Context: an optimization exercise on an open-source flow, tuned for small area, a short achievable clock period and few clock cycles. The choices shown serve that exercise and are no tape-out recipe. The RTL was checked by simulation tests, not by an equivalence proof against the original design. Power is estimated from default activity; no workload was simulated.

==> design.v <==
`timescale 1ns / 1ps
module task3(
    input [2:0] opcode,
    output reg done,
    output reg [23:0] out,
    input [7:0] in2,
    input [7:0] in1,
    input [7:0] in0,
    input clk,
    input rst
    );
    function [10:0] fx; input [3:0] v;
        case (v)
            4'd0: fx = 11'd0;
            4'd1: fx = 11'd13;
            4'd2: fx = 11'd36;
            4'd3: fx = 11'd69;
            4'd4: fx = 11'd112;
            4'd5: fx = 11'd165;
            4'd6: fx = 11'd228;
            4'd7: fx = 11'd301;
            4'd8: fx = 11'd384;
            4'd9: fx = 11'd477;
            4'd10: fx = 11'd580;
            4'd11: fx = 11'd693;
            4'd12: fx = 11'd816;
            4'd13: fx = 11'd949;
            4'd14: fx = 11'd1092;
            4'd15: fx = 11'd1245;
        endcase
    endfunction
    function [9:0] gy; input [3:0] v;
        case (v)
            4'd0: gy = 10'd0;
            4'd1: gy = 10'd1;
            4'd2: gy = 10'd10;
            4'd3: gy = 10'd27;
            4'd4: gy = 10'd52;
            4'd5: gy = 10'd85;
            4'd6: gy = 10'd126;
            4'd7: gy = 10'd175;
            4'd8: gy = 10'd232;
            4'd9: gy = 10'd297;
            4'd10: gy = 10'd370;
            4'd11: gy = 10'd451;
            4'd12: gy = 10'd540;
            4'd13: gy = 10'd637;
            4'd14: gy = 10'd742;
            4'd15: gy = 10'd855;
        endcase
    endfunction
    function [10:0] fz; input [3:0] v;
        case (v)
            4'd0: fz = 11'd13;
            4'd1: fz = 11'd17;
            4'd2: fz = 11'd33;
            4'd3: fz = 11'd61;
            4'd4: fz = 11'd101;
            4'd5: fz = 11'd153;
            4'd6: fz = 11'd217;
            4'd7: fz = 11'd293;
            4'd8: fz = 11'd381;
            4'd9: fz = 11'd481;
            4'd10: fz = 11'd593;
            4'd11: fz = 11'd717;
            4'd12: fz = 11'd853;
            4'd13: fz = 11'd1001;
            4'd14: fz = 11'd1161;
            4'd15: fz = 11'd1333;
        endcase
    endfunction
    reg k1, k2, k3;      
    reg [7:0] areg;      
    wire [7:0] mx = k3 ? out[23:16] : out[7:0];
    wire [7:0] mz = out[15:8] & {8{k3}};
    wire m_1;
    wire m_2;
    wire m_3;
    wire m_4;
    wire m_5;
    wire m_6;
    wire m_7;
    wire m_8;
    wire m_9;
    wire m_10;
    wire m_11;
    wire m_12;
    wire m_13;
    wire m_14;
    wire m_15;
    wire m_16;
    wire m_17;
    wire m_18;
    wire m_19;
    wire m_20;
    wire m_21;
    wire m_22;
    wire m_23;
    wire m_24;
    wire m_25;
    wire m_26;
    wire m_27;
    wire m_28;
    wire m_29;
    wire m_30;
    wire m_31;
    wire m_32;
    wire m_33;
    wire m_34;
    wire m_35;
    wire m_36;
    wire m_37;
    wire m_38;
    wire m_39;
    wire m_40;
    wire m_41;
    wire m_42;
    wire m_43;
    wire m_44;
    wire m_45;
    wire m_46;
    wire m_47;
    wire m_48;
    wire m_49;
    wire m_50;
    wire m_51;
    wire m_52;
    wire m_53;
    wire m_54;
    wire m_55;
    wire m_56;
    wire m_57;
    wire m_58;
    wire m_59;
    wire m_60;
    wire m_61;
    wire m_62;
    wire m_63;
    wire m_64;
    wire m_65;
    wire m_66;
    wire m_67;
    wire m_68;
    wire m_69;
    wire m_70;
    wire m_71;
    wire m_72;
    wire m_73;
    wire m_74;
    wire m_75;
    wire m_76;
    wire m_77;
    wire m_78;
    wire m_79;
    wire m_80;
    wire m_81;
    wire m_82;
    wire m_83;
    wire m_84;
    wire m_85;
    wire m_86;
    wire m_87;
    wire m_88;
    wire m_89;
    wire m_90;
    wire m_91;
    wire m_92;
    wire m_93;
    wire m_94;
    wire m_95;
    wire m_96;
    wire m_97;
    wire m_98;
    assign m_1 = (mx[0] & areg[5]) ^ (mx[1] & areg[4]);
    assign m_2 = (mx[0] & areg[5]) & (mx[1] & areg[4]);
    assign m_3 = (mx[0] & areg[6]) ^ (mx[1] & areg[5]) ^ (mx[2] & areg[4]);
    assign m_4 = ((mx[0] & areg[6]) & (mx[1] & areg[5])) | ((mx[0] & areg[6]) & (mx[2] & areg[4])) | ((mx[1] & areg[5]) & (mx[2] & areg[4]));
    assign m_5 = (mx[3] & areg[3]) ^ (mx[4] & areg[2]);
    assign m_6 = (mx[3] & areg[3]) & (mx[4] & areg[2]);
    assign m_7 = (mx[0] & areg[7]) ^ (mx[1] & areg[6]) ^ (mx[2] & areg[5]);
    assign m_8 = ((mx[0] & areg[7]) & (mx[1] & areg[6])) | ((mx[0] & areg[7]) & (mx[2] & areg[5])) | ((mx[1] & areg[6]) & (mx[2] & areg[5]));
    assign m_9 = (mx[3] & areg[4]) ^ (mx[4] & areg[3]) ^ (mx[5] & areg[2]);
    assign m_10 = ((mx[3] & areg[4]) & (mx[4] & areg[3])) | ((mx[3] & areg[4]) & (mx[5] & areg[2])) | ((mx[4] & areg[3]) & (mx[5] & areg[2]));
    assign m_11 = (mx[6] & areg[1]) ^ (mx[7] & areg[0]);
    assign m_12 = (mx[6] & areg[1]) & (mx[7] & areg[0]);
    assign m_13 = (mx[1] & areg[7]) ^ (mx[2] & areg[6]) ^ (mx[3] & areg[5]);
    assign m_14 = ((mx[1] & areg[7]) & (mx[2] & areg[6])) | ((mx[1] & areg[7]) & (mx[3] & areg[5])) | ((mx[2] & areg[6]) & (mx[3] & areg[5]));
    assign m_15 = (mx[4] & areg[4]) ^ (mx[5] & areg[3]) ^ (mx[6] & areg[2]);
    assign m_16 = ((mx[4] & areg[4]) & (mx[5] & areg[3])) | ((mx[4] & areg[4]) & (mx[6] & areg[2])) | ((mx[5] & areg[3]) & (mx[6] & areg[2]));
    assign m_17 = (mx[2] & areg[7]) ^ (mx[3] & areg[6]) ^ (mx[4] & areg[5]);
    assign m_18 = ((mx[2] & areg[7]) & (mx[3] & areg[6])) | ((mx[2] & areg[7]) & (mx[4] & areg[5])) | ((mx[3] & areg[6]) & (mx[4] & areg[5]));
    assign m_19 = (mx[0] & areg[3]) ^ (mx[1] & areg[2]);
    assign m_20 = (mx[0] & areg[3]) & (mx[1] & areg[2]);
    assign m_21 = (mx[0] & areg[4]) ^ (mx[1] & areg[3]) ^ (mx[2] & areg[2]);
    assign m_22 = ((mx[0] & areg[4]) & (mx[1] & areg[3])) | ((mx[0] & areg[4]) & (mx[2] & areg[2])) | ((mx[1] & areg[3]) & (mx[2] & areg[2]));
    assign m_23 = (mx[3] & areg[1]) ^ (mx[4] & areg[0]);
    assign m_24 = (mx[3] & areg[1]) & (mx[4] & areg[0]);
    assign m_25 = (mx[2] & areg[3]) ^ (mx[3] & areg[2]) ^ (mx[4] & areg[1]);
    assign m_26 = ((mx[2] & areg[3]) & (mx[3] & areg[2])) | ((mx[2] & areg[3]) & (mx[4] & areg[1])) | ((mx[3] & areg[2]) & (mx[4] & areg[1]));
    assign m_27 = (mx[5] & areg[0]) ^ mz[5] ^ m_1;
    assign m_28 = ((mx[5] & areg[0]) & mz[5]) | ((mx[5] & areg[0]) & m_1) | (mz[5] & m_1);
    assign m_29 = (mx[5] & areg[1]) ^ (mx[6] & areg[0]) ^ mz[6];
    assign m_30 = ((mx[5] & areg[1]) & (mx[6] & areg[0])) | ((mx[5] & areg[1]) & mz[6]) | ((mx[6] & areg[0]) & mz[6]);
    assign m_31 = m_2 ^ m_3 ^ m_5;
    assign m_32 = (m_2 & m_3) | (m_2 & m_5) | (m_3 & m_5);
    assign m_33 = mz[7] ^ m_4 ^ m_6;
    assign m_34 = (mz[7] & m_4) | (mz[7] & m_6) | (m_4 & m_6);
    assign m_35 = m_7 ^ m_9 ^ m_11;
    assign m_36 = (m_7 & m_9) | (m_7 & m_11) | (m_9 & m_11);
    assign m_37 = (mx[7] & areg[1]) ^ m_8 ^ m_10;
    assign m_38 = ((mx[7] & areg[1]) & m_8) | ((mx[7] & areg[1]) & m_10) | (m_8 & m_10);
    assign m_39 = m_12 ^ m_13 ^ m_15;
    assign m_40 = (m_12 & m_13) | (m_12 & m_15) | (m_13 & m_15);
    assign m_41 = (mx[5] & areg[4]) ^ (mx[6] & areg[3]) ^ (mx[7] & areg[2]);
    assign m_42 = ((mx[5] & areg[4]) & (mx[6] & areg[3])) | ((mx[5] & areg[4]) & (mx[7] & areg[2])) | ((mx[6] & areg[3]) & (mx[7] & areg[2]));
    assign m_43 = m_14 ^ m_16 ^ m_17;
    assign m_44 = (m_14 & m_16) | (m_14 & m_17) | (m_16 & m_17);
    assign m_45 = (mx[3] & areg[7]) ^ (mx[4] & areg[6]) ^ (mx[5] & areg[5]);
    assign m_46 = ((mx[3] & areg[7]) & (mx[4] & areg[6])) | ((mx[3] & areg[7]) & (mx[5] & areg[5])) | ((mx[4] & areg[6]) & (mx[5] & areg[5]));
    assign m_47 = (mx[6] & areg[4]) ^ (mx[7] & areg[3]) ^ m_18;
    assign m_48 = ((mx[6] & areg[4]) & (mx[7] & areg[3])) | ((mx[6] & areg[4]) & m_18) | ((mx[7] & areg[3]) & m_18);
    assign m_49 = (mx[4] & areg[7]) ^ (mx[5] & areg[6]) ^ (mx[6] & areg[5]);
    assign m_50 = ((mx[4] & areg[7]) & (mx[5] & areg[6])) | ((mx[4] & areg[7]) & (mx[6] & areg[5])) | ((mx[5] & areg[6]) & (mx[6] & areg[5]));
    assign m_51 = (mx[0] & areg[2]) ^ (mx[1] & areg[1]);
    assign m_52 = (mx[0] & areg[2]) & (mx[1] & areg[1]);
    assign m_53 = (mx[2] & areg[1]) ^ (mx[3] & areg[0]) ^ mz[3];
    assign m_54 = ((mx[2] & areg[1]) & (mx[3] & areg[0])) | ((mx[2] & areg[1]) & mz[3]) | ((mx[3] & areg[0]) & mz[3]);
    assign m_55 = mz[4] ^ m_20 ^ m_21;
    assign m_56 = (mz[4] & m_20) | (mz[4] & m_21) | (m_20 & m_21);
    assign m_57 = m_22 ^ m_24 ^ m_25;
    assign m_58 = (m_22 & m_24) | (m_22 & m_25) | (m_24 & m_25);
    assign m_59 = m_26 ^ m_28 ^ m_29;
    assign m_60 = (m_26 & m_28) | (m_26 & m_29) | (m_28 & m_29);
    assign m_61 = m_30 ^ m_32 ^ m_33;
    assign m_62 = (m_30 & m_32) | (m_30 & m_33) | (m_32 & m_33);
    assign m_63 = m_34 ^ m_36 ^ m_37;
    assign m_64 = (m_34 & m_36) | (m_34 & m_37) | (m_36 & m_37);
    assign m_65 = m_38 ^ m_40 ^ m_41;
    assign m_66 = (m_38 & m_40) | (m_38 & m_41) | (m_40 & m_41);
    assign m_67 = m_42 ^ m_44 ^ m_45;
    assign m_68 = (m_42 & m_44) | (m_42 & m_45) | (m_44 & m_45);
    assign m_69 = (mx[7] & areg[4]) ^ m_46 ^ m_48;
    assign m_70 = ((mx[7] & areg[4]) & m_46) | ((mx[7] & areg[4]) & m_48) | (m_46 & m_48);
    assign m_71 = (mx[5] & areg[7]) ^ (mx[6] & areg[6]) ^ (mx[7] & areg[5]);
    assign m_72 = ((mx[5] & areg[7]) & (mx[6] & areg[6])) | ((mx[5] & areg[7]) & (mx[7] & areg[5])) | ((mx[6] & areg[6]) & (mx[7] & areg[5]));
    assign m_73 = (mx[0] & areg[1]) ^ (mx[1] & areg[0]);
    assign m_74 = (mx[0] & areg[1]) & (mx[1] & areg[0]);
    assign m_75 = (mx[2] & areg[0]) ^ mz[2] ^ m_51;
    assign m_76 = ((mx[2] & areg[0]) & mz[2]) | ((mx[2] & areg[0]) & m_51) | (mz[2] & m_51);
    assign m_77 = m_19 ^ m_52 ^ m_53;
    assign m_78 = (m_19 & m_52) | (m_19 & m_53) | (m_52 & m_53);
    assign m_79 = m_23 ^ m_54 ^ m_55;
    assign m_80 = (m_23 & m_54) | (m_23 & m_55) | (m_54 & m_55);
    assign m_81 = m_27 ^ m_56 ^ m_57;
    assign m_82 = (m_27 & m_56) | (m_27 & m_57) | (m_56 & m_57);
    assign m_83 = m_31 ^ m_58 ^ m_59;
    assign m_84 = (m_31 & m_58) | (m_31 & m_59) | (m_58 & m_59);
    assign m_85 = m_35 ^ m_60 ^ m_61;
    assign m_86 = (m_35 & m_60) | (m_35 & m_61) | (m_60 & m_61);
    assign m_87 = m_39 ^ m_62 ^ m_63;
    assign m_88 = (m_39 & m_62) | (m_39 & m_63) | (m_62 & m_63);
    assign m_89 = m_43 ^ m_64 ^ m_65;
    assign m_90 = (m_43 & m_64) | (m_43 & m_65) | (m_64 & m_65);
    assign m_91 = m_47 ^ m_66 ^ m_67;
    assign m_92 = (m_47 & m_66) | (m_47 & m_67) | (m_66 & m_67);
    assign m_93 = m_49 ^ m_68 ^ m_69;
    assign m_94 = (m_49 & m_68) | (m_49 & m_69) | (m_68 & m_69);
    assign m_95 = m_50 ^ m_70 ^ m_71;
    assign m_96 = (m_50 & m_70) | (m_50 & m_71) | (m_70 & m_71);
    assign m_97 = (mx[6] & areg[7]) ^ (mx[7] & areg[6]) ^ m_72;
    assign m_98 = ((mx[6] & areg[7]) & (mx[7] & areg[6])) | ((mx[6] & areg[7]) & m_72) | ((mx[7] & areg[6]) & m_72);
    wire [15:0] pa = {1'b0, (mx[7] & areg[7]), m_96, m_94, m_92, m_90, m_88, m_86, m_84, m_82, m_80, m_78, m_76, m_74, mz[1], (mx[0] & areg[0])};
    wire [15:0] pb = {1'b0, m_98, m_97, m_95, m_93, m_91, m_89, m_87, m_85, m_83, m_81, m_79, m_77, m_75, m_73, mz[0]};
    wire [15:0] prod = pa + pb;
    wire t7 = opcode[2] & opcode[0];         
    wire [12:0] s0 = t7 ? {2'b0, fx(in0[3:0])} : {5'd0, in0};
    wire [12:0] s1 = (t7 ? {3'b0, gy(in1[3:0])} : {5'd0, in1}) ^ {13{opcode[0]}};
    wire [12:0] s2 = opcode[2] ? (opcode[0] ? {2'b0, fz(in2[3:0])} : {5'd0, in2}) : 13'd0;
    wire [12:0] sum = s0 + s1 + s2 + {12'd0, opcode[0]};
    wire [23:0] sres = {{5{sum[12] & ~opcode[2]}}, {6{sum[12]}}, sum};
    reg [23:0] res;
    always @* begin
        if (opcode[2] == opcode[1])          
            res = sres;
        else if (opcode == 3'd3)
            res = {17'd0, in0[7:1]};
        else                                 
            res = k1 ? {8'd0, prod} : k2 ? {out[15:8], prod}
                : k3 ? {prod, out[7:0]} : {16'd0, opcode[2] ? in0 : in1};
    end
    wire mul = (opcode == 3'd2) | (opcode == 3'd4) | (opcode == 3'd5);
    wire last = !mul | ((opcode == 3'd5) ? k3 : k1);
    always @(posedge clk) begin
        areg <= in0;
        if (!rst) begin
            done <= 1'b0;
            k1 <= 1'b0;
            k2 <= 1'b0;
            k3 <= 1'b0;
        end else if (!done) begin
            out <= res;
            k1 <= !(k1 | k2 | k3);
            k2 <= k1;
            k3 <= k2;
            if (last)
                done <= 1'b1;
        end
    end
endmodule
==> flow/run.sh <==
#!/bin/bash
set -euo pipefail
cd "$(dirname "$0")/.."
bash standard.sh finish \
  SETUP_SLACK_MARGIN=6 \
  "BUFFER_PORTS_ARGS=-buffer_cell sky130_fd_sc_hd__buf_1" \
  > run_standard.log 2>&1
==> standard.sh <==
#!/bin/bash
# synth_recipe.tcl (not shown) runs the flow's synth.tcl, then flattens the netlist and writes it again
# the make line also repeats each setting of config.mk as NAME=value (left out here)
make -C /OpenROAD-flow-scripts/flow DESIGN_CONFIG=/design/flow/config.mk WORK_HOME=/design/flow/orfs CLKGATE_MAP_FILE= SYNTH_SCRIPT=/design/flow/synth_recipe.tcl "${@:-finish}"
==> config.mk <==
export PLATFORM = sky130hd
export DESIGN_NAME = task3
export DESIGN_NICKNAME = task3
export VERILOG_FILES = /design/flow/design.v
export SDC_FILE = /design/flow/constraint.sdc
export NUM_CORES = 4
export LEC_CHECK = 0
export ABC_CLOCK_PERIOD_IN_PS = 3000
export CAP_MARGIN = 20
export CORE_MARGIN = 2
export CORE_UTILIZATION = 40
export SLEW_MARGIN = 20
==> constraint.sdc <==
create_clock -name core_clock -period 12.0 [get_ports {clk}]
set_input_delay 2.4000 -clock core_clock [delete_from_list [all_inputs] [get_ports {clk}]]
set_output_delay 2.4000 -clock core_clock [all_outputs]
set_load 0.01 [all_outputs]
==> results of run 1 <==
==> cell type report <==
cell class | instances | area, um2 | area share (%)
inverters | 89 | 334.1 | 5.283
well taps | 184 | 230.2 | 3.641
multi-input cells | 523 | 4412 | 69.77
clock buffers | 8 | 156.4 | 2.473
repair buffers | 56 | 230.2 | 3.641
flip-flops and latches | 36 | 960.9 | 15.20
==> synth_stat cells (all sizes together) (2+ instances only) <==
library cell,number,area (um2)
xor2,16,140.1
o21a,6,45.04
o221ai,6,52.55
o22ai,2,12.51
a211oi,4,30.03
buf,7,32.53
fa,55,1101
edfxtp,24,720.7
o211ai,15,117.6
a21oi,36,187.7
or2,2,12.52
nand3,12,60.06
dfxtp,12,240.2
inv,89,334.1
clkbuf,22,82.58
a21boi,2,15.01
a21o,4,30.03
o21bai,3,22.52
nand2,92,345.3
nand2b,10,62.56
and2,40,250.2
xnor2,14,122.6
nor3,5,25.02
a221o,12,120.1
o21ai,42,214.0
nor2b,7,43.79
a31o,2,17.52
and3,6,37.54
o211a,6,67.57
ha,54,675.7
mux2,16,183.9
a31oi,2,12.51
mux2i,18,180.2
nor2,20,75.07
==> through the flow <==
stage               instances  area (um2)
global route              896        6324
detailed placement        888        6145
CTS                       896        6301
finish                    896        6324
global placement          888        6145
floorplan                 677        5808
==> per-layer routing <==
metal,vias up,global-route usage (%),routed length (um)
met5,-,0,0
met4,0,3.767,142
met3,11,1.933,664
met2,156,34.30,7620
met1,2458,28.75,7629
li1,2366,-,-
==> sequential cells by signal, indices dropped and copies added (netlist names) <==
| signal | count |
|---|---|
| k2 | 1 |
| done | 1 |
| out | 24 |
| k1 | 1 |
| k3 | 1 |
| areg | 8 |
==> cells by family (layout without fill, tap and decap cells) <==
logic type,Yosys count,count (layout),synth area share (%)
adder cells (fa/ha/maj),109,109,30.59
AO/OA/AOI/OAI,151,151,18.01
multiplexers,34,34,6.269
AND/OR/NAND/NOR,199,199,16.33
flip-flops,36,36,16.54
XOR/XNOR,30,30,4.524
buffers and inverters,118,153,7.734
==> worst max-delay path, stage by stage <==
cell and delay (ns):
sky130_fd_sc_hd__buf_1 0.43, sky130_fd_sc_hd__mux2_2 0.40, sky130_fd_sc_hd__nand2_1 0.06, sky130_fd_sc_hd__o21ai_0 0.08, sky130_fd_sc_hd__a221o_1 0.39, sky130_fd_sc_hd__fa_1 0.46, sky130_fd_sc_hd__ha_1 0.35, sky130_fd_sc_hd__o21a_1 0.13
sky130_fd_sc_hd__o31a_1 0.16, sky130_fd_sc_hd__o211ai_2 0.19, sky130_fd_sc_hd__o211a_4 0.23, sky130_fd_sc_hd__mux2_4 0.33, sky130_fd_sc_hd__a221o_1 0.27
==> power by group <==
part	total (W)	internal, W	switching [W]	leakage (nW)
clock	0.000136	0.0000883	0.0000480	0.0772
combinational	0.000835	0.000317	0.000517	2.45
sequential	0.000173	0.000155	0.0000180	0.332
total	0.00114	0.000561	0.000583	2.86
==> final timing paths <==
kind                            startpoint  endpoint  slack [ns]  cells past startpoint
worst min register to register          k2        k3        0.60                      2
worst max-delay path                in1[3]   out[19]        6.13                     13
worst min-delay path                    k2        k3        0.60                      2
worst max register to register          k3   out[20]        6.45                     15
==> what timing repair did <==
action	4_1_cts	5_1_grt
endpoints found under the setup margin	0	15
setup buffers	0	0
gates resized for setup	0	10
==> flow_metrics.py, run 1 <==
metrics = {
    "timing": {
        "report.final.slew_viol_count": 0,
        "setup_repair_after_global_routing_missed_its_margin": "no",
        "final_hold_viol_count": 0,
        "post-route-min-period_ns": 5.867,
        "final.setup_skew_ns": 0.01036,
        "setup_ws_ns": 6.133,
        "final-setup-viol-count": 0,
        "final.period_utilization_pct": 48.90,
        "worst_slew_margin_rel_pct": 34.62,
        "maxClockFrequency_mhz": 170.4,
        "sum_of_negative_setup_slack_ns": 0,
        "worst-slew-pin-transition_ns": 0.9793,
        "hold_ws_ns": 0.6027,
    },
    "status": {
        "outcome": "timing/DRC/antenna clean",
    },
    "die": {
        "design.portCount": 54,
        "die_width_um": 124.5,
        "placement_rows": 44,
        "coreArea_mm2": 0.01437,
        "die_area_mm2": 0.01550,
        "initial_core_util_pct": 40.42,
        "die_y_um": 124.5,
    },
    "placement": {
        "post-dp-hpwl_mm": 13.07,
        "port_buffers": 53,
        "gp_congestion": 0.9059,
        "detailedPlace.worstSlack_ns": 5.769,
    },
    "global_route": {
        "antenna_found_initial": 0,
        "grt-ovfl-total": 0,
        "first_global_vias": 4878,
        "grt_max_degree": 34,
        "gr-usage-all-layers_pct": 20.35,
        "grt_pass1_wl_mm": 25.68,
    },
    "yosys": {
        "avgSynthCellArea_um2": 8.579,
        "ys_seq_area_share_pct": 16.54,
        "postSynth.topFlopCell": "sky130_fd_sc_hd__edfxtp_1",
        "edff_count_synth": 24,
        "number_of_standard_cells_after_synthesis": 677,
        "yosys.cell_types.count": 58,
        "flip_flop_and_latch_count_after_synthesis": 36,
        "syn-cell-area_mm2": 0.005808,
        "yosys_synthesis_warning_count": 1,
        "postSynth.asyncResetShare_pct": 0,
        "synth_fp_nets": 815,
    },
    "setup_path": {
        "critPathArrivalTime_ns": 5.89,
        "critical_path.max_fanout": 11,
        "worst-setup-path-type": "in2reg",
        "startpoint_type": "input port",
        "setup.worst_path.end_class": "flip-flop",
        "crit_path_required_time_ns": 12.03,
    },
    "cells_and_area": {
        "finish.utilization_pct": 44.01,
        "mostFrequentLayoutCells": "91 x sky130_fd_sc_hd__nand2_1, 88 x sky130_fd_sc_hd__inv_1, 55 x sky130_fd_sc_hd__fa_1",
        "fillers": 1422,
        "final_nets": 849,
        "area.growth.synth_to_final_pct": 8.875,
        "leading_cell_type_in_the_layout_fill_and_taps_excluded": "sky130_fd_sc_hd__nand2_1",
        "post_route_cells_drive_above_1_share_pct": 6.461,
        "antenna-diode-count": 0,
    },
    "detailed_routing": {
        "avgRoutedWirePerCell_um": 17.92,
        "detail_route.drc_violations": 0,
        "initialDrtViolationCount": 465,
        "totalWireLength_mm": 16.06,
        "drtAntennaViolNets": 0,
        "drt_first_pass_iters": 4,
        "dr_total_vias": 4991,
        "via_per_inst": 5.570,
    },
    "cts": {
        "cts-htree-levels": 2,
        "cts_made_buffers": 5,
        "cts.root.buffer_cell": "sky130_fd_sc_hd__clkbuf_16",
        "tritoncts_num_sinks": 36,
        "hold_buffers": 0,
        "cts.path.max_buffers": 2,
        "tritoncts": "yes",
        "clk_pin_slew_worst_paths_ns": 0.06,
        "worst_skew_pair_later_pin_latency_ns": 0.28,
    },
    "pwr": {
        "finalPower_w": 0.001144,
        "p_per_area_mw_per_mm2": 181.0,
        "p_leak_nw": 2.859,
        "max-vdd-ir-drop_mv": 0.1025,
    },
    "job": {
        "max-cap-violations": 0,
    },
    "worst_hold_path": {
        "hold_class": "reg2reg",
    },
}
Testbench counts, summed over its fixed seeds: cycles 21,090.
==> run 2, diff against run 1 <==
--- a/config.mk
+++ b/config.mk
@@ -8,5 +8,6 @@
 export ABC_CLOCK_PERIOD_IN_PS = 3000
 export CAP_MARGIN = 20
 export CORE_MARGIN = 2
-export CORE_UTILIZATION = 40
+export CORE_UTILIZATION = 70
+export CTS_BUF_LIST = sky130_fd_sc_hd__clkbuf_4 sky130_fd_sc_hd__clkbuf_8
 export SLEW_MARGIN = 20
==> flow_metrics.py, run 2 <==
metrics = {
    "cells_and_area": {
        "area.growth.synth_to_final_pct": 5.881,
        "max_flop_register": "out",
        "finalInstanceArea_mm2": 0.006150,
        "mostFrequentLayoutCells": "92 x sky130_fd_sc_hd__nand2_1, 88 x sky130_fd_sc_hd__inv_1, 55 x sky130_fd_sc_hd__fa_1",
        "largestRegisters": "out: 24 flops, areg: 8 flops",
        "leading_cell_type_in_the_layout_fill_and_taps_excluded": "sky130_fd_sc_hd__nand2_1",
        "fillers": 598,
        "regArea_um2": 960.9,
        "final_nets": 849,
        "post_route_cells_drive_above_1_share_pct": 6.320,
        "largest_register_ff_count": 24,
        "multi_input_area_mm2": 0.004400,
        "antenna-diode-count": 0,
    },
    "global_route": {
        "antenna_found_initial": 0,
        "first_global_vias": 4959,
        "grt_max_degree": 34,
        "grt-ovfl-total": 0,
        "grt_pass1_wl_mm": 24.71,
        "gr-usage-all-layers_pct": 36.04,
    },
    "yosys": {
        "ys_seq_area_share_pct": 16.54,
        "synth_compound_area_share_pct": 18.01,
        "postSynth.asyncResetShare_pct": 0,
        "ys_top_cells_by_count": "92 x sky130_fd_sc_hd__nand2_1, 88 x sky130_fd_sc_hd__inv_1, 55 x sky130_fd_sc_hd__fa_1, 54 x sky130_fd_sc_hd__ha_1, 40 x sky130_fd_sc_hd__and2_1",
        "most_frequently_used_cell_type_in_the_post_synthesis_netlist": "sky130_fd_sc_hd__nand2_1",
        "post_synth_mux_area_share_pct": 6.269,
        "synth_fp_nets": 815,
        "yosysTopAreaCell": "sky130_fd_sc_hd__fa_1",
        "syn-cell-area_mm2": 0.005808,
        "yosys.cell_types.count": 58,
        "synthTopCellsByArea": "sky130_fd_sc_hd__fa_1 19%, sky130_fd_sc_hd__edfxtp_1 12%, sky130_fd_sc_hd__ha_1 12%",
        "avgSynthCellArea_um2": 8.579,
        "number_of_standard_cells_after_synthesis": 677,
        "yosys_synthesis_warning_count": 1,
        "dominant_combinational_cell_family_by_area_after_synthesis": "adder cells",
        "synth_top_area_share_pct": 18.96,
        "flip_flop_and_latch_count_after_synthesis": 36,
        "synthAdderAreaFrac_pct": 30.59,
        "postSynth.topFlopCell": "sky130_fd_sc_hd__edfxtp_1",
        "edff_count_synth": 24,
        "yosys.area_share.xor_xnor_pct": 4.524,
        "yosys.area_share.simple_pct": 16.33,
    },
    "worst_hold_path": {
        "worstHoldEndpoint": "k3",
        "hold_path_startpoint": "k2",
        "worst_hold_path.num_cells": 2,
        "hold_class": "reg2reg",
    },
    "cts": {
        "cts-htree-levels": 2,
        "hold_buffers": 0,
        "cts.path.max_buffers": 2,
        "tritoncts_num_sinks": 36,
        "cts_made_buffers": 5,
        "tritoncts": "yes",
        "clk_pin_slew_worst_paths_ns": 0.07,
        "cts.root.buffer_cell": "sky130_fd_sc_hd__clkbuf_8",
        "worst_skew_pair_later_pin_latency_ns": 0.29,
    },
    "detailed_routing": {
        "avgRoutedWirePerCell_um": 19.39,
        "drtAntennaViolNets": 0,
        "detail_route.drc_violations": 0,
        "dr_total_vias": 5177,
        "totalWireLength_mm": 15.84,
        "initialDrtViolationCount": 425,
        "via_per_inst": 6.337,
        "drt_first_pass_iters": 5,
    },
    "pwr": {
        "p_switching_w": 0.0005966,
        "clkPwrFrac_pct": 7.9,
        "p_per_area_mw_per_mm2": 181.8,
        "power.sequential.fraction_pct": 15.3,
        "p_leak_nw": 2.832,
        "max-vdd-ir-drop_mv": 0.1011,
        "cellInternalPower_w": 0.0005213,
        "switching_share_pct": 53.37,
        "pwr-share-comb_pct": 76.8,
    },
    "setup_path": {
        "worst-setup-path-type": "in2reg",
        "crit_path_required_time_ns": 12.04,
        "critPathArrivalTime_ns": 5.87,
        "critical_path.max_fanout": 11,
        "setup.worst_path.end_class": "flip-flop",
        "reg2reg_depth": 15,
        "regToRegSetupSlack_ns": 6.51,
        "startpoint_type": "input port",
        "regToRegStartpoint": "k3",
        "regToRegEndpoint": "out[20]",
    },
    "timing": {
        "report.final.slew_viol_count": 0,
        "sum_of_negative_setup_slack_ns": 0,
        "final-setup-viol-count": 0,
        "post-route-min-period_ns": 5.830,
        "worst-slew-pin-transition_ns": 1.006,
        "maxClockFrequency_mhz": 171.5,
        "worst_slew_margin_rel_pct": 32.69,
        "setup_ws_ns": 6.170,
        "hold_ws_ns": 0.5982,
        "final.setup_skew_ns": 0.006177,
        "setup_repair_after_global_routing_missed_its_margin": "no",
        "final_hold_viol_count": 0,
        "final.period_utilization_pct": 48.58,
    },
    "die": {
        "coreArea_mm2": 0.008134,
        "die_y_um": 95.09,
        "initial_core_util_pct": 71.40,
        "die_width_um": 95.09,
        "design.portCount": 54,
        "placement_rows": 33,
        "die_area_mm2": 0.009042,
    },
    "placement": {
        "detailedPlace.worstSlack_ns": 5.713,
        "dpl-instance-area_mm2": 0.006046,
        "post-dp-hpwl_mm": 12.76,
        "gp_congestion": 0.9581,
        "port_buffers": 53,
    },
    "job": {
        "max-cap-violations": 0,
    },
    "status": {
        "outcome": "timing/DRC/antenna clean",
    },
}
run 2: how the worst max path moves through the flow:
stage,startpoint,endpoint,slack [ns],depth (start not counted)
3_5_place_dp,in0[1],out[9],5.71,14
3_3_place_gp,in1[1],out[9],5.76,16
2_1_floorplan,opcode[2],out[19],6.04,14
6_report,in1[3],out[9],6.17,13
5_1_grt,in1[3],out[9],6.00,13
4_1_cts,in0[1],out[9],6.01,14
run 2: routing by layer:
| layer | share of wire (%) | wire length (um) | global-route usage [%] | vias up |
|---|---|---|---|---|
| met3 | 6.9 | 1087 | 4.032 | 61 |
| met2 | 51 | 8003 | 64.32 | 269 |
| met5 | 0 | 0 | 0 | - |
| met4 | 4.9 | 774 | 17.75 | 0 |
| li1 | - | - | - | 2361 |
| met1 | 38 | 5976 | 42.91 | 2486 |
run 2: worst max-delay path, cell delays in order:
cell and delay (ns):
sky130_fd_sc_hd__buf_1 0.43, sky130_fd_sc_hd__mux2_2 0.40, sky130_fd_sc_hd__nand2_1 0.06, sky130_fd_sc_hd__o21ai_0 0.10
sky130_fd_sc_hd__a221o_1 0.38, sky130_fd_sc_hd__fa_1 0.46, sky130_fd_sc_hd__ha_1 0.27, sky130_fd_sc_hd__a2111oi_2 0.39
sky130_fd_sc_hd__o21ai_2 0.15, sky130_fd_sc_hd__a31o_1 0.26, sky130_fd_sc_hd__a21oi_2 0.14, sky130_fd_sc_hd__xnor2_1 0.12
sky130_fd_sc_hd__a221o_1 0.31
run 2: through the flow:
stage	total power, W	util (%)	instances
after floorplan	0.0007873	-	677
after CTS	0.001093	75.47	817
after global routing	0.001205	75.60	817
after global placement	0.0009785	74.33	809
after detailed placement	0.001001	74.33	809
final	0.001118	75.60	817
run 2: final cells by class:
type	count	area share, %
timing repair buffer	56	3.744
tap	105	2.136
inverter	89	5.432
clock buffer	7	1.363
multi-input combinational	523	71.56
clock inverter	1	0.1424
sequential	36	15.63
run 2: power groups by stage:
stage / Sequential (W) / Combinational [W] / Clock [W]
6_report: 0.000171 / 0.000859 / 0.0000880
5_1_grt: 0.000172 / 0.000941 / 0.0000918
4_1_cts: 0.000170 / 0.000835 / 0.0000880
3_5_place_dp: 0.000173 / 0.000828 / 0
3_3_place_gp: 0.000172 / 0.000806 / 0
2_1_floorplan: 0.000171 / 0.000616 / 0
run 2: cell families after synthesis:
| kind of cell | count (synthesis) |
|---|---|
| muxes | 34 |
| adders and majority gates | 109 |
| DFF | 36 |
| and+or+nand+nor | 199 |
| AOI/OAI and AO/OA | 151 |
| xor gates and xnor gates | 30 |
| buffers and inverters | 118 |
run 2: timing repair:
action	in CTS	in global routing
setup endpoints to repair	0	15
gates resized for setup	0	8
endpoints found under the hold margin	0	0
setup buffers	0	0
==> run 3, diff against run 2 <==
==> flow/run.sh (replaced) <==
#!/bin/bash
set -euo pipefail
cd "$(dirname "$0")/.."
bash standard.sh finish \
  SETUP_SLACK_MARGIN=6.5 \
  "BUFFER_PORTS_ARGS=-buffer_cell sky130_fd_sc_hd__buf_1" \
  > run_standard.log 2>&1
==> flow_metrics.py, run 3 <==
metrics = {
    "timing": {
        "worst-slew-pin-transition_ns": 1.033,
        "maxClockFrequency_mhz": 179.6,
        "final-setup-viol-count": 0,
        "worst_slew_margin_rel_pct": 30.89,
        "final_hold_viol_count": 0,
        "setup_ws_ns": 6.434,
        "post-route-min-period_ns": 5.566,
        "final.setup_skew_ns": 0.01055,
        "final.period_utilization_pct": 46.39,
        "setup_repair_after_global_routing_missed_its_margin": "yes",
        "sum_of_negative_setup_slack_ns": 0,
        "report.final.slew_viol_count": 0,
    },
    "yosys": {
        "avgSynthCellArea_um2": 8.579,
        "ys_top_cells_by_count": "92 x sky130_fd_sc_hd__nand2_1, 88 x sky130_fd_sc_hd__inv_1, 55 x sky130_fd_sc_hd__fa_1, 54 x sky130_fd_sc_hd__ha_1, 40 x sky130_fd_sc_hd__and2_1",
        "postSynth.asyncResetShare_pct": 0,
        "synth_top_area_share_pct": 18.96,
        "edff_count_synth": 24,
        "ys_seq_area_share_pct": 16.54,
        "synth_fp_nets": 815,
        "syn-cell-area_mm2": 0.005808,
        "most_frequently_used_cell_type_in_the_post_synthesis_netlist": "sky130_fd_sc_hd__nand2_1",
        "flip_flop_and_latch_count_after_synthesis": 36,
        "number_of_standard_cells_after_synthesis": 677,
        "yosys_synthesis_warning_count": 1,
        "yosysTopAreaCell": "sky130_fd_sc_hd__fa_1",
        "postSynth.topFlopCell": "sky130_fd_sc_hd__edfxtp_1",
        "synthTopCellsByArea": "sky130_fd_sc_hd__fa_1 19%, sky130_fd_sc_hd__edfxtp_1 12%, sky130_fd_sc_hd__ha_1 12%",
        "yosys.cell_types.count": 58,
    },
    "die": {
        "die_width_um": 95.09,
        "placement_rows": 33,
        "initial_core_util_pct": 71.40,
        "design.portCount": 54,
        "die_y_um": 95.09,
        "die_area_mm2": 0.009042,
        "coreArea_mm2": 0.008134,
    },
    "detailed_routing": {
        "drtAntennaViolNets": 0,
        "dr_total_vias": 5309,
        "detail_route.drc_violations": 0,
        "via_per_inst": 6.404,
        "avgRoutedWirePerCell_um": 19.54,
        "initialDrtViolationCount": 379,
        "totalWireLength_mm": 16.20,
        "drt_first_pass_iters": 5,
    },
    "status": {
        "outcome": "timing/DRC/antenna clean",
    },
    "cts": {
        "cts-htree-levels": 2,
        "cts_made_buffers": 5,
        "tritoncts": "yes",
        "clk_pin_slew_worst_paths_ns": 0.08,
        "tritoncts_num_sinks": 36,
        "cts.path.max_buffers": 2,
        "hold_buffers": 0,
        "worst_skew_pair_later_pin_latency_ns": 0.30,
        "cts.root.buffer_cell": "sky130_fd_sc_hd__clkbuf_8",
    },
    "pwr": {
        "p_leak_nw": 2.965,
        "max-vdd-ir-drop_mv": 0.1301,
        "p_per_area_mw_per_mm2": 184.0,
    },
    "global_route": {
        "grt-ovfl-total": 0,
        "first_global_vias": 5112,
        "grt_max_degree": 34,
        "grt_pass1_wl_mm": 25.10,
        "antenna_found_initial": 0,
        "gr-usage-all-layers_pct": 36.13,
    },
    "worst_hold_path": {
        "hold_class": "reg2reg",
    },
    "cells_and_area": {
        "post_route_cells_drive_above_1_share_pct": 12.43,
        "final_nets": 861,
        "largestRegisters": "out: 24 flops, areg: 8 flops",
        "mostFrequentLayoutCells": "91 x sky130_fd_sc_hd__nand2_1, 83 x sky130_fd_sc_hd__inv_1, 53 x sky130_fd_sc_hd__fa_1",
        "largest_register_ff_count": 24,
        "antenna-diode-count": 0,
        "finish.utilization_pct": 80.43,
        "area.growth.synth_to_final_pct": 12.65,
        "max_flop_register": "out",
        "leading_cell_type_in_the_layout_fill_and_taps_excluded": "sky130_fd_sc_hd__nand2_1",
    },
    "setup_path": {
        "startpoint_type": "input port",
        "crit_path_cell_trace": "buf_12, inv_6, ha_4, o211ai_1, o21ai_1, mux2i_1, mux2_4, fa_1, ha_4, buf_6, a21oi_4, o211a_1, o211a_4, mux2_4, a221o_1",
        "setup.worst_path.end_class": "flip-flop",
        "critPathArrivalTime_ns": 5.62,
        "worst-path-buf-inv": 3,
        "crit_path_required_time_ns": 12.06,
        "critical_path.max_fanout": 5,
        "worst-setup-path-type": "in2reg",
        "critical-path-top-delay-family": "adder cells",
        "cpMaxStageDelayCell": "sky130_fd_sc_hd__fa_1",
        "timing.critical_path.slowest_cell_delay_ns": 0.54,
    },
    "placement": {
        "detailedPlace.worstSlack_ns": 5.844,
        "gp_congestion": 0.9919,
        "port_buffers": 53,
        "post-dp-hpwl_mm": 12.39,
    },
    "job": {
        "max-cap-violations": 0,
    },
}
[run 3: cell counts after synthesis]
No cell type changed its count.
[run 3: tightest hold or removal path, cell delays in order (launching register included)]
cell,delay [ns]
sky130_fd_sc_hd__dfxtp_1,0.35
sky130_fd_sc_hd__mux2i_1,0.14
sky130_fd_sc_hd__nor2b_1,0.06
[run 3: what timing repair did]
action,in CTS,in global routing
setup endpoints to repair,17,17
pin swaps,10,13
setup buffers,6,6
endpoints found under the hold margin,0,0
gates resized for setup,29,37
[run 3: cell families after synthesis]
group           count (synthesis)  share of synthesized area, %
simple gates                  199                         16.33
buf+inv                       118                         7.734
flops                          36                         16.54
xor+xnor                       30                         4.524
compound gates                151                         18.01
fa+ha+maj                     109                         30.59
mux                            34                         6.269
[run 3: final cells by class]
class	instances	area [um2]
multi-input cells	523	4601
repair buffers	68	392.9
well taps	105	131.4
clock inverters	3	42.54
fillers	575	1592
flip-flops and latches	36	962.2
clock buffers	5	68.82
inverters	89	344.1
[run 3: routing by layer]
metal	track usage, %	wire [um]	vias to the layer above
met5	0	0	-
met4	17.39	883	0
met3	4.111	1173	79
met2	62.85	7995	297
met1	44.53	6147	2545
li1	-	-	2388
[run 3: power by group]
part	internal, W	leakage (nW)	switching, W
registers	0.000155	0.333	0.0000172
clock network	0.0000615	0.0541	0.0000469
logic	0.000354	2.58	0.000570
total	0.000570	2.96	0.000634
[run 3: metrics by stage]
| step | instances | power (W) | area, um2 | hold slack, ns |
|---|---|---|---|---|
| 2_1_floorplan | 677 | 0.0008023 | 5969 | 0.5358 |
| 6_report | 829 | 0.001204 | 6543 | 0.5772 |
| 3_3_place_gp | 809 | 0.001007 | 6132 | 0.5563 |
| 5_1_grt | 829 | 0.001295 | 6543 | 0.6268 |
| 3_5_place_dp | 809 | 0.001029 | 6132 | 0.5762 |
| 4_1_cts | 823 | 0.001157 | 6370 | 0.5857 |
[run 3: final timing paths]
path          start      end  slack (ns)  depth (start not counted)
max          in1[0]  out[23]        6.43                         15
min reg2reg      k2       k3        0.58                          2
min              k2       k3        0.58                          2
max reg2reg      k3  out[20]        6.85                         15
==> run 4, diff against run 3 <==
--- a/config.mk
+++ b/config.mk
@@ -5,7 +5,7 @@
 export SDC_FILE = /design/flow/constraint.sdc
 export NUM_CORES = 4
 export LEC_CHECK = 0
-export ABC_CLOCK_PERIOD_IN_PS = 3000
+export ABC_AREA = 1
 export CAP_MARGIN = 20
 export CORE_MARGIN = 2
 export CORE_UTILIZATION = 70
==> flow_metrics.py, run 4 <==
metrics = {
    "timing": {
        "report.final.slew_viol_count": 0,
        "final_hold_viol_count": 0,
        "worst_slew_margin_rel_pct": 61.33,
        "maxClockFrequency_mhz": 188.0,
        "final.setup_skew_ns": 0.009775,
        "post-route-min-period_ns": 5.320,
        "setup_repair_after_global_routing_missed_its_margin": "no",
        "sum_of_negative_setup_slack_ns": 0,
        "final.period_utilization_pct": 44.34,
        "worst-slew-pin-transition_ns": 0.5792,
        "final-setup-viol-count": 0,
    },
    "global_route": {
        "globalRouteMet2Util_pct": 68.00,
        "antenna_found_initial": 0,
        "top_usage_layer": "met2",
        "grt_pass1_wl_mm": 29.18,
        "first_global_vias": 6132,
        "grt_max_degree": 21,
        "grt-ovfl-total": 0,
        "global_route.usage.met1_pct": 44.72,
        "met3_track_demand_over_resource_in_global_routing_pct": 4.046,
        "gr-usage-all-layers_pct": 39.10,
    },
    "detailed_routing": {
        "drt_first_pass_iters": 5,
        "dr_total_vias": 6215,
        "totalWireLength_mm": 18.18,
        "drtAntennaViolNets": 0,
        "avgRoutedWirePerCell_um": 17.23,
        "via_per_inst": 5.891,
        "initialDrtViolationCount": 491,
        "detail_route.drc_violations": 0,
    },
    "pwr": {
        "max-vdd-ir-drop_mv": 0.1477,
        "clkPwrFrac_pct": 6.1,
        "p_leak_nw": 3.475,
        "pwr-share-comb_pct": 81.1,
        "cellInternalPower_w": 0.0005720,
        "power.sequential.fraction_pct": 12.8,
        "p_per_area_mw_per_mm2": 211.5,
        "p_switching_w": 0.0008039,
        "switching_share_pct": 58.43,
    },
    "setup_path": {
        "worst-path-buf-inv": 2,
        "critPathArrivalTime_ns": 5.37,
        "startpoint_type": "input port",
        "setup.worst_path.end_class": "flip-flop",
        "timing.critical_path.slowest_cell_delay_ns": 0.45,
        "cpMaxStageDelayCell": "sky130_fd_sc_hd__fa_1",
        "critical-path-top-delay-family": "compound AO/OA/AOI/OAI gates",
        "worst-setup-path-type": "in2reg",
        "crit_path_required_time_ns": 12.05,
        "critical_path.max_fanout": 8,
        "crit_path_cell_trace": "buf_1, inv_1, a21oi_1, o21ai_0, a31oi_1, fa_1, ha_1, a21oi_1, o21ai_0, a21o_1, or2_1, nand3_1, nand2_1",
        "regToRegSetupSlack_ns": 7.01,
    },
    "status": {
        "outcome": "timing/DRC/antenna clean",
    },
    "yosys": {
        "synthTopCellsByArea": "sky130_fd_sc_hd__fa_1 18%, sky130_fd_sc_hd__nand2_1 17%, sky130_fd_sc_hd__edfxtp_1 12%",
        "yosysTopAreaCell": "sky130_fd_sc_hd__fa_1",
        "postSynth.topFlopCell": "sky130_fd_sc_hd__edfxtp_1",
        "synth_fp_nets": 1036,
        "postSynth.asyncResetShare_pct": 0,
        "ys_seq_area_share_pct": 15.87,
        "flip_flop_and_latch_count_after_synthesis": 36,
        "yosys_synthesis_warning_count": 1,
        "most_frequently_used_cell_type_in_the_post_synthesis_netlist": "sky130_fd_sc_hd__nand2_1",
        "synth_top_area_share_pct": 18.19,
        "number_of_standard_cells_after_synthesis": 898,
        "ys_top_cells_by_count": "269 x sky130_fd_sc_hd__nand2_1, 167 x sky130_fd_sc_hd__inv_1, 62 x sky130_fd_sc_hd__nor2_1, 56 x sky130_fd_sc_hd__nand3_1, 55 x sky130_fd_sc_hd__fa_1",
        "syn-cell-area_mm2": 0.006055,
        "yosys.cell_types.count": 44,
        "avgSynthCellArea_um2": 6.742,
        "edff_count_synth": 24,
    },
    "placement": {
        "gp_congestion": 1.179,
        "post-dp-hpwl_mm": 15.12,
        "port_buffers": 53,
    },
    "die": {
        "initial_core_util_pct": 72.95,
        "design.portCount": 54,
        "coreArea_mm2": 0.008299,
        "placement_rows": 33,
        "die_y_um": 97,
        "die_width_um": 97,
        "die_area_mm2": 0.009409,
    },
    "cells_and_area": {
        "fillers": 612,
        "antenna-diode-count": 0,
        "finish.utilization_pct": 78.40,
        "area.growth.synth_to_final_pct": 7.460,
        "max_flop_register": "out",
        "final_nets": 1087,
        "largestRegisters": "out: 24 flops, areg: 8 flops",
        "mostFrequentLayoutCells": "268 x sky130_fd_sc_hd__nand2_1, 166 x sky130_fd_sc_hd__inv_1, 62 x sky130_fd_sc_hd__nor2_1",
        "largest_register_ff_count": 24,
        "post_route_cells_drive_above_1_share_pct": 6.526,
        "leading_cell_type_in_the_layout_fill_and_taps_excluded": "sky130_fd_sc_hd__nand2_1",
    },
    "cts": {
        "tritoncts_num_sinks": 36,
        "cts_made_buffers": 5,
        "cts.root.buffer_cell": "sky130_fd_sc_hd__clkbuf_8",
        "cts-htree-levels": 2,
        "clk_pin_slew_worst_paths_ns": 0.07,
        "tritoncts": "yes",
        "worst_skew_pair_later_pin_latency_ns": 0.30,
        "cts.path.max_buffers": 2,
        "hold_buffers": 0,
    },
    "worst_hold_path": {
        "hold_class": "reg2reg",
    },
    "job": {
        "max-cap-violations": 0,
    },
}
-- run 4: worst paths after layout --
check	cells after the start	from	to
worst max-delay path	13	in0[3]	out[6]
worst min register to register	1	done	k3
worst min-delay path	1	done	k3
worst max register to register	24	k3	out[13]
-- run 4: metrics by stage --
stage                power, W  instance area [um2]  hold WS (ns)  instances  worst slack [ns]
floorplan           0.0009588                 6055        0.5043        898             6.895
global placement     0.001216                 6344        0.4731       1044             6.044
detailed placement   0.001255                 6344        0.5080       1044             5.929
CTS                  0.001342                 6440        0.5258       1052             6.521
global route         0.001510                 6506        0.5423       1055             6.503
finish               0.001376                 6506        0.5300       1055             6.680
-- run 4: repair_timing --
action                     in CTS  in global routing
setup endpoints to repair      18                 19
gates resized for setup         5                 14
buffers inserted                0                  3
pin swaps                       0                  1
-- run 4: logic make-up after synthesis --
group	after synthesis	share of synthesized area, %
xor gates and xnor gates	8	1.157
buffers and inverters	200	12.59
and+or+nand+nor	420	29.14
adders and majority gates	109	29.35
DFF	36	15.87
AOI/OAI and AO/OA	125	11.90
-- run 4: cell type report --
type / instances / area, um2 / area share (%)
clock buffers: 5 / 68.82 / 1.058
inverters: 184 / 699.4 / 10.75
repair buffers: 60 / 265.3 / 4.077
flip-flops and latches: 36 / 960.9 / 14.77
well taps: 105 / 131.4 / 2.019
multi-input cells: 662 / 4362 / 67.04
clock inverters: 3 / 18.77 / 0.2885
-- run 4: routing by layer --
metal / vias to the layer above / wire length (um)
met5: - / 0
met4: 0 / 1519
met3: 102 / 1391
met2: 396 / 8913
met1: 2816 / 6358
li1: 2901 / -
-- run 4: power by group through the flow --
stage	sequential (W)	clock (W)	combinational [W]
4_1_cts	0.000175	0.0000834	0.00108
5_1_grt	0.000178	0.0000892	0.00124
6_report	0.000176	0.0000840	0.00112
3_5_place_dp	0.000178	0	0.00108
2_1_floorplan	0.000179	0	0.000780
3_3_place_gp	0.000177	0	0.00104
==> run 5, diff against run 4 <==
==> flow/run.sh (replaced) <==
#!/bin/bash
set -euo pipefail
cd "$(dirname "$0")/.."
bash standard.sh finish \
  SETUP_SLACK_MARGIN=6 \
  "BUFFER_PORTS_ARGS=-buffer_cell sky130_fd_sc_hd__buf_1" \
  > run_standard.log 2>&1
==> flow_metrics.py, run 5 <==
metrics = {
    "status": {
        "outcome": "timing/DRC/antenna clean",
    },
    "global_route": {
        "antenna_found_initial": 0,
        "gr-usage-all-layers_pct": 39.10,
        "grt_pass1_wl_mm": 29.18,
        "first_global_vias": 6133,
        "grt-ovfl-total": 0,
        "grt_max_degree": 21,
    },
    "setup_path": {
        "crit_path_cell_trace": "buf_1, buf_4, nand2_1, clkinvlp_4, nand2_1, o21ai_0, fa_1, inv_1, ha_1, inv_1, o21ai_0, a31oi_1, nand3_1, nand2_1, nand3_1, nand2_1",
        "worst-setup-path-type": "in2reg",
        "regToRegEndpoint": "out[13]",
        "cp.depth": 16,
        "reg2reg_depth": 24,
        "critical_path.endpoint": "out[15]",
        "critical_path.max_fanout": 20,
        "critical-path-top-delay-family": "simple AND/OR/NAND/NOR gates",
        "crit_path_start": "opcode[0]",
        "regToRegSetupSlack_ns": 6.98,
        "crit_top_cell": "sky130_fd_sc_hd__nand2_1",
        "startpoint_type": "input port",
        "cpMaxStageDelayCell": "sky130_fd_sc_hd__fa_1",
        "setup.worst_path.end_class": "flip-flop",
        "crit_path_required_time_ns": 12.04,
        "timing.critical_path.slowest_cell_delay_ns": 0.53,
        "critPathArrivalTime_ns": 5.71,
        "worst-path-buf-inv": 5,
        "regToRegStartpoint": "k3",
    },
    "timing": {
        "sum_of_negative_setup_slack_ns": 0,
        "final.period_utilization_pct": 47.26,
        "final_hold_viol_count": 0,
        "report.final.slew_viol_count": 0,
        "setup_repair_after_global_routing_missed_its_margin": "no",
        "final-setup-viol-count": 0,
        "worst_slew_margin_rel_pct": 51.62,
        "final.setup_skew_ns": 0.009947,
        "maxClockFrequency_mhz": 176.3,
        "worst-slew-pin-transition_ns": 0.7256,
        "post-route-min-period_ns": 5.671,
    },
    "cells_and_area": {
        "largest_register_ff_count": 24,
        "largestRegisters": "out: 24 flops, areg: 8 flops",
        "regArea_um2": 960.9,
        "mostFrequentLayoutCells": "269 x sky130_fd_sc_hd__nand2_1, 167 x sky130_fd_sc_hd__inv_1, 62 x sky130_fd_sc_hd__nor2_1",
        "post_route_cells_drive_above_1_share_pct": 4.752,
        "final_nets": 1084,
        "antenna-diode-count": 0,
        "fin_cells": 1052,
        "multi_input_area_mm2": 0.004332,
        "max_flop_register": "out",
        "finalInstanceArea_mm2": 0.006436,
        "fillers": 616,
        "area.growth.synth_to_final_pct": 6.303,
        "leading_cell_type_in_the_layout_fill_and_taps_excluded": "sky130_fd_sc_hd__nand2_1",
    },
    "detailed_routing": {
        "totalWireLength_mm": 18.16,
        "met3_wirelength_mm": 1.372,
        "met2_wirelength_mm": 8.793,
        "via_per_inst": 5.907,
        "drt_first_pass_iters": 5,
        "drtAntennaViolNets": 0,
        "detail_route.drc_violations": 0,
        "routed.top_layer": "met4",
        "dr_total_vias": 6214,
        "routedLengthMet1_mm": 6.504,
        "initialDrtViolationCount": 549,
        "avgRoutedWirePerCell_um": 17.26,
    },
    "yosys": {
        "post_synth_mux_area_share_pct": 0,
        "yosys.area_share.xor_xnor_pct": 1.157,
        "avgSynthCellArea_um2": 6.742,
        "synth_fp_nets": 1036,
        "dominant_combinational_cell_family_by_area_after_synthesis": "adder cells",
        "synthAdderAreaFrac_pct": 29.34,
        "yosys.cell_types.count": 44,
        "yosysTopAreaCell": "sky130_fd_sc_hd__fa_1",
        "number_of_standard_cells_after_synthesis": 898,
        "edff_count_synth": 24,
        "postSynth.asyncResetShare_pct": 0,
        "synth_top_area_share_pct": 18.19,
        "syn-cell-area_mm2": 0.006055,
        "synthTopCellsByArea": "sky130_fd_sc_hd__fa_1 18%, sky130_fd_sc_hd__nand2_1 17%, sky130_fd_sc_hd__edfxtp_1 12%",
        "ys_top_cells_by_count": "269 x sky130_fd_sc_hd__nand2_1, 167 x sky130_fd_sc_hd__inv_1, 62 x sky130_fd_sc_hd__nor2_1, 56 x sky130_fd_sc_hd__nand3_1, 55 x sky130_fd_sc_hd__fa_1",
        "ys_seq_area_share_pct": 15.87,
        "yosys_synthesis_warning_count": 1,
        "flip_flop_and_latch_count_after_synthesis": 36,
        "yosys.area_share.simple_pct": 29.14,
        "postSynth.topFlopCell": "sky130_fd_sc_hd__edfxtp_1",
        "synth_compound_area_share_pct": 11.90,
        "most_frequently_used_cell_type_in_the_post_synthesis_netlist": "sky130_fd_sc_hd__nand2_1",
    },
    "die": {
        "die_y_um": 97,
        "die_width_um": 97,
        "die_area_mm2": 0.009409,
        "placement_rows": 33,
        "initial_core_util_pct": 72.95,
        "coreArea_mm2": 0.008299,
        "design.portCount": 54,
    },
    "pwr": {
        "p_leak_nw": 3.435,
        "max-vdd-ir-drop_mv": 0.1479,
        "p_per_area_mw_per_mm2": 213.3,
    },
    "cts": {
        "worst_skew_pair_later_pin_latency_ns": 0.29,
        "clk_pin_slew_worst_paths_ns": 0.07,
        "hold_buffers": 0,
        "cts.path.max_buffers": 2,
        "cts-htree-levels": 2,
        "cts_made_buffers": 5,
        "tritoncts_num_sinks": 36,
        "tritoncts": "yes",
        "cts.root.buffer_cell": "sky130_fd_sc_hd__clkbuf_8",
    },
    "placement": {
        "gp_congestion": 1.179,
        "numPlacedInstances": 1044,
        "post-dp-hpwl_mm": 15.12,
        "dpl-instance-area_mm2": 0.006344,
        "port_buffers": 53,
    },
    "worst_hold_path": {
        "hold_class": "reg2reg",
        "worst_hold_path.num_cells": 1,
    },
    "job": {
        "max-cap-violations": 0,
    },
}
-- run 5: cell count changes in the layout (fill, tap and decap cells not counted), moves of 2 or more --
| cell | before | now |
|---|---|---|
| sky130_fd_sc_hd__buf_1 | 45 | 52 |
| sky130_fd_sc_hd__clkbuf_2 | 5 | 1 |
| sky130_fd_sc_hd__buf_2 | 3 | 0 |
| sky130_fd_sc_hd__buf_4 | 6 | 4 |
| sky130_fd_sc_hd__ha_1 | 52 | 54 |
-- run 5: how the worst min path moves through the flow --
stage | startpoint | end | slack [ns]
floorplan | done | k3 | 0.50
global placement | done | k3 | 0.47
detailed placement | done | k3 | 0.51
CTS | done | k3 | 0.53
global route | done | k3 | 0.54
finish | done | k3 | 0.53
-- run 5: layout make-up --
class	count	area share (%)
Multi-Input combinational cell	662	67.30
Sequential cell	36	14.93
Inverter	184	10.79
Timing Repair Buffer	57	3.577
Tap cell	105	2.041
Clock buffer	5	1.069
Clock inverter	3	0.2916
-- run 5: timing repair --
action / in CTS / in global routing
resized for setup: 0 / 2
buffers inserted: 0 / 0
setup endpoints to repair: 0 / 12
hold endpoints to repair: 0 / 0
-- run 5: logic make-up after synthesis --
family | Yosys count
AO/OA/AOI/OAI | 125
XOR/XNOR | 8
adder cells (fa/ha/maj) | 109
buffers and inverters | 200
flip-flops | 36
AND/OR/NAND/NOR | 420
-- run 5: routing by layer --
layer / GRT usage [%] / vias up
li1: - / 2897
met3: 4.046 / 99
met1: 44.72 / 2816
met2: 68.00 / 402
met4: 27.84 / 0
met5: 0 / -
-- run 5: through the flow --
step                      total power [W]  util (%)  hold WS [ns]  setup slack [ns]
after detailed placement         0.001255     76.44        0.5080             5.929
final                            0.001373     77.55        0.5274             6.329
after global placement           0.001216     76.44        0.4731             6.044
after CTS                        0.001341     77.49        0.5258             6.241
after global routing             0.001502     77.55        0.5423             6.024
after floorplan                 0.0009588         -        0.5043             6.895
-- run 5: power breakdown --
group / switching, W / internal (W)
clock: 0.0000429 / 0.0000404
sequential: 0.0000173 / 0.000159
combinational: 0.000745 / 0.000368
==> run 6, diff against run 5 <==
==> flow/run.sh (replaced) <==
#!/bin/bash
set -euo pipefail
cd "$(dirname "$0")/.."
bash standard.sh finish \
  SETUP_SLACK_MARGIN=7 \
  "BUFFER_PORTS_ARGS=-buffer_cell sky130_fd_sc_hd__buf_1" \
  > run_standard.log 2>&1
==> flow_metrics.py, run 6 <==
metrics = {
    "status": {
        "outcome": "timing/DRC/antenna clean",
    },
    "cts": {
        "tritoncts_num_sinks": 36,
        "clk_pin_slew_worst_paths_ns": 0.08,
        "cts-htree-levels": 2,
        "cts_made_buffers": 5,
        "worst_skew_pair_later_pin_latency_ns": 0.29,
        "cts.path.max_buffers": 2,
        "tritoncts": "yes",
        "cts.root.buffer_cell": "sky130_fd_sc_hd__clkbuf_8",
    },
    "detailed_routing": {
        "avgRoutedWirePerCell_um": 19.45,
        "drtAntennaViolNets": 0,
        "dr_total_vias": 6670,
        "detail_route.drc_violations": 0,
        "via_per_inst": 6.159,
        "initialDrtViolationCount": 673,
        "drt_first_pass_iters": 8,
        "totalWireLength_mm": 21.06,
    },
    "timing": {
        "worst_slew_margin_rel_pct": 52.48,
        "setup_ws_ns": 6.684,
        "report.final.slew_viol_count": 0,
        "setup_repair_after_global_routing_missed_its_margin": "yes",
        "maxClockFrequency_mhz": 188.1,
        "final.period_utilization_pct": 44.30,
        "final.setup_skew_ns": 0.005103,
        "worst-slew-pin-transition_ns": 0.7054,
        "hold_ws_ns": 0.5125,
        "post-route-min-period_ns": 5.316,
        "final-setup-viol-count": 0,
        "sum_of_negative_setup_slack_ns": 0,
        "final_hold_viol_count": 0,
    },
    "yosys": {
        "ys_top_cells_by_count": "269 x sky130_fd_sc_hd__nand2_1, 167 x sky130_fd_sc_hd__inv_1, 62 x sky130_fd_sc_hd__nor2_1, 56 x sky130_fd_sc_hd__nand3_1, 55 x sky130_fd_sc_hd__fa_1",
        "flip_flop_and_latch_count_after_synthesis": 36,
        "number_of_standard_cells_after_synthesis": 898,
        "synthAdderAreaFrac_pct": 29.34,
        "yosys_synthesis_warning_count": 1,
        "post_synth_mux_area_share_pct": 0,
        "synthTopCellsByArea": "sky130_fd_sc_hd__fa_1 18%, sky130_fd_sc_hd__nand2_1 17%, sky130_fd_sc_hd__edfxtp_1 12%",
        "syn-cell-area_mm2": 0.006055,
        "yosys.cell_types.count": 44,
        "dominant_combinational_cell_family_by_area_after_synthesis": "adder cells",
        "yosysTopAreaCell": "sky130_fd_sc_hd__fa_1",
        "synth_fp_nets": 1036,
        "postSynth.topFlopCell": "sky130_fd_sc_hd__edfxtp_1",
        "synth_compound_area_share_pct": 11.90,
        "avgSynthCellArea_um2": 6.742,
        "edff_count_synth": 24,
        "yosys.area_share.simple_pct": 29.14,
        "most_frequently_used_cell_type_in_the_post_synthesis_netlist": "sky130_fd_sc_hd__nand2_1",
        "ys_seq_area_share_pct": 15.87,
        "postSynth.asyncResetShare_pct": 0,
        "yosys.area_share.xor_xnor_pct": 1.157,
        "synth_top_area_share_pct": 18.19,
    },
    "die": {
        "coreArea_mm2": 0.008299,
        "design.portCount": 54,
        "die_area_mm2": 0.009409,
        "die_width_um": 97,
        "placement_rows": 33,
        "initial_core_util_pct": 72.95,
        "die_y_um": 97,
    },
    "pwr": {
        "p_leak_nw": 3.681,
        "max-vdd-ir-drop_mv": 0.1461,
        "p_per_area_mw_per_mm2": 204.4,
    },
    "placement": {
        "gp_congestion": 1.088,
        "detailedPlace.worstSlack_ns": 5.888,
        "port_buffers": 53,
        "numPlacedInstances": 1042,
        "post-dp-hpwl_mm": 15.09,
    },
    "cells_and_area": {
        "largestRegisters": "out: 24 flops, areg: 8 flops",
        "max_flop_register": "out",
        "post_route_cells_drive_above_1_share_pct": 16.26,
        "regArea_um2": 964.7,
        "mostFrequentLayoutCells": "257 x sky130_fd_sc_hd__nand2_1, 156 x sky130_fd_sc_hd__inv_1, 59 x sky130_fd_sc_hd__nor2_1",
        "area.growth.synth_to_final_pct": 18.50,
        "finish.utilization_pct": 86.45,
        "fillers": 470,
        "fin_cells": 1083,
        "antenna-diode-count": 0,
        "final_nets": 1115,
        "largest_register_ff_count": 24,
        "leading_cell_type_in_the_layout_fill_and_taps_excluded": "sky130_fd_sc_hd__nand2_1",
        "multi_input_area_mm2": 0.004687,
    },
    "worst_hold_path": {
        "hold_class": "reg2reg",
    },
    "setup_path": {
        "crit_path_required_time_ns": 12.03,
        "critPathArrivalTime_ns": 5.35,
        "worst-setup-path-type": "in2reg",
        "critical_path.max_fanout": 10,
        "startpoint_type": "input port",
        "setup.worst_path.end_class": "flip-flop",
        "regToRegSetupSlack_ns": 7.19,
    },
    "global_route": {
        "first_global_vias": 6187,
        "antenna_found_initial": 0,
        "gr-usage-all-layers_pct": 39.37,
        "grt-ovfl-total": 0,
        "grt_pass1_wl_mm": 29.66,
        "grt_max_degree": 21,
    },
    "job": {
        "max-cap-violations": 0,
    },
}
run 6: changes by cell type in the layout (fill, tap and decap cells not counted), moves of 10 or more:
cell | before | now
sky130_fd_sc_hd__buf_1 | 52 | 39
sky130_fd_sc_hd__ha_4 | 0 | 11
sky130_fd_sc_hd__inv_1 | 167 | 156
sky130_fd_sc_hd__nand2_2 | 1 | 11
sky130_fd_sc_hd__nand2_1 | 269 | 257
sky130_fd_sc_hd__buf_4 | 4 | 36
sky130_fd_sc_hd__o21ai_0 | 44 | 29
sky130_fd_sc_hd__ha_1 | 54 | 40
run 6: cell type report:
class / instances / share of cell area, %
multi-input cells: 662 / 65.33
flip-flops and latches: 36 / 13.45
inverters: 184 / 10.34
repair buffers: 88 / 7.830
well taps: 105 / 1.831
clock buffers: 5 / 0.9592
clock inverters: 3 / 0.2616
run 6: kinds of logic (layout without fill, tap and decap cells):
logic type      Yosys count  after routing
compound gates          125            125
buf+inv                 200            280
fa+ha+maj               109            109
simple gates            420            420
xor+xnor                  8              8
flops                    36             36
run 6: power breakdown:
group	switching (W)	total [W]	internal, W
clock	0.0000453	0.0000858	0.0000404
sequential	0.0000198	0.000179	0.000159
combinational	0.000782	0.00120	0.000421
run 6: per-layer routing:
| layer | part of all wire, % | track usage [%] |
|---|---|---|
| met5 | 0 | 0 |
| met4 | 9.3 | 28.71 |
| met3 | 10 | 5.347 |
| met2 | 47 | 68.11 |
| met1 | 33 | 44.20 |
run 6: timing repair:
item,4_1_cts,5_1_grt
setup buffers,6,27
setup endpoints to repair,22,19
gates resized for setup,50,100
pin swaps,10,33
cloned,0,0
hold buffers,0,0
run 6: path summary, 6_finish.rpt:
kind                            depth (start not counted)    from       to
worst max-delay path                                   13  in2[2]  out[23]
worst min-delay path                                    1    done       k3
worst max register to register                         21      k3  out[22]
worst min register to register                          1    done       k3
run 6: critical path, stage by stage:
cell and delay, ns:
sky130_fd_sc_hd__clkbuf_2 0.25, sky130_fd_sc_hd__inv_1 0.16, sky130_fd_sc_hd__o21ai_0 0.60, sky130_fd_sc_hd__a32o_1 0.31, sky130_fd_sc_hd__fa_1 0.47, sky130_fd_sc_hd__ha_4 0.31, sky130_fd_sc_hd__nand2_2 0.10, sky130_fd_sc_hd__o21bai_4 0.16
sky130_fd_sc_hd__nand2_2 0.10, sky130_fd_sc_hd__nand3_2 0.10, sky130_fd_sc_hd__nand2_2 0.07, sky130_fd_sc_hd__nand3b_1 0.22, sky130_fd_sc_hd__nand2_1 0.09
run 6: through the flow:
step | instance area (um2) | power, W
2_1_floorplan | 6081 | 0.0009626
4_1_cts | 6638 | 0.001358
3_5_place_dp | 6354 | 0.001250
5_1_grt | 7174 | 0.001580
3_3_place_gp | 6354 | 0.001215
6_report | 7174 | 0.001467

## separate check: timing with driven ports
The flow's constraints put no driver on any port. The routed layouts listed below were extracted and timed again, unchanged, in two steps.
Step 1 assumes that a clkbuf_16 drives the clock port and a buf_2 every other input.
Step 2 times the ports against the registers' clock, not the clock port: input delays grow and output delays shrink by t, the midpoint of the rising clock arrivals with the driver on.
Slacks: no drivers / after step 1 / after step 2; pairs: no drivers / after step 1.
run | t (ns) | setup WS [ns] | worst hold slack (ns) | latest minus earliest clock arrival (ns)
run 1 | 0.310 | 6.133 / 6.148 / 5.837 | 0.603 / 0.603 / 0.603 | 0.010 / 0.011
run 2 | 0.314 | 6.170 / 6.176 / 5.863 | 0.598 / 0.598 / 0.598 | 0.007 / 0.007
run 3 | 0.329 | 6.434 / 6.387 / 6.058 | 0.577 / 0.577 / 0.577 | 0.011 / 0.010
run 4 | 0.321 | 6.680 / 6.684 / 6.363 | 0.530 / 0.530 / 0.530 | 0.010 / 0.009
run 5 | 0.317 | 6.329 / 6.336 / 6.019 | 0.527 / 0.527 / 0.527 | 0.010 / 0.010
run 6 | 0.317 | 6.684 / 6.692 / 6.375 | 0.512 / 0.512 / 0.512 | 0.005 / 0.005
After both steps every run listed still meets setup and hold. For run 3, which loses most, drivers alone change the setup slack by -0.047 ns; drivers and shift together by -0.376 ns.
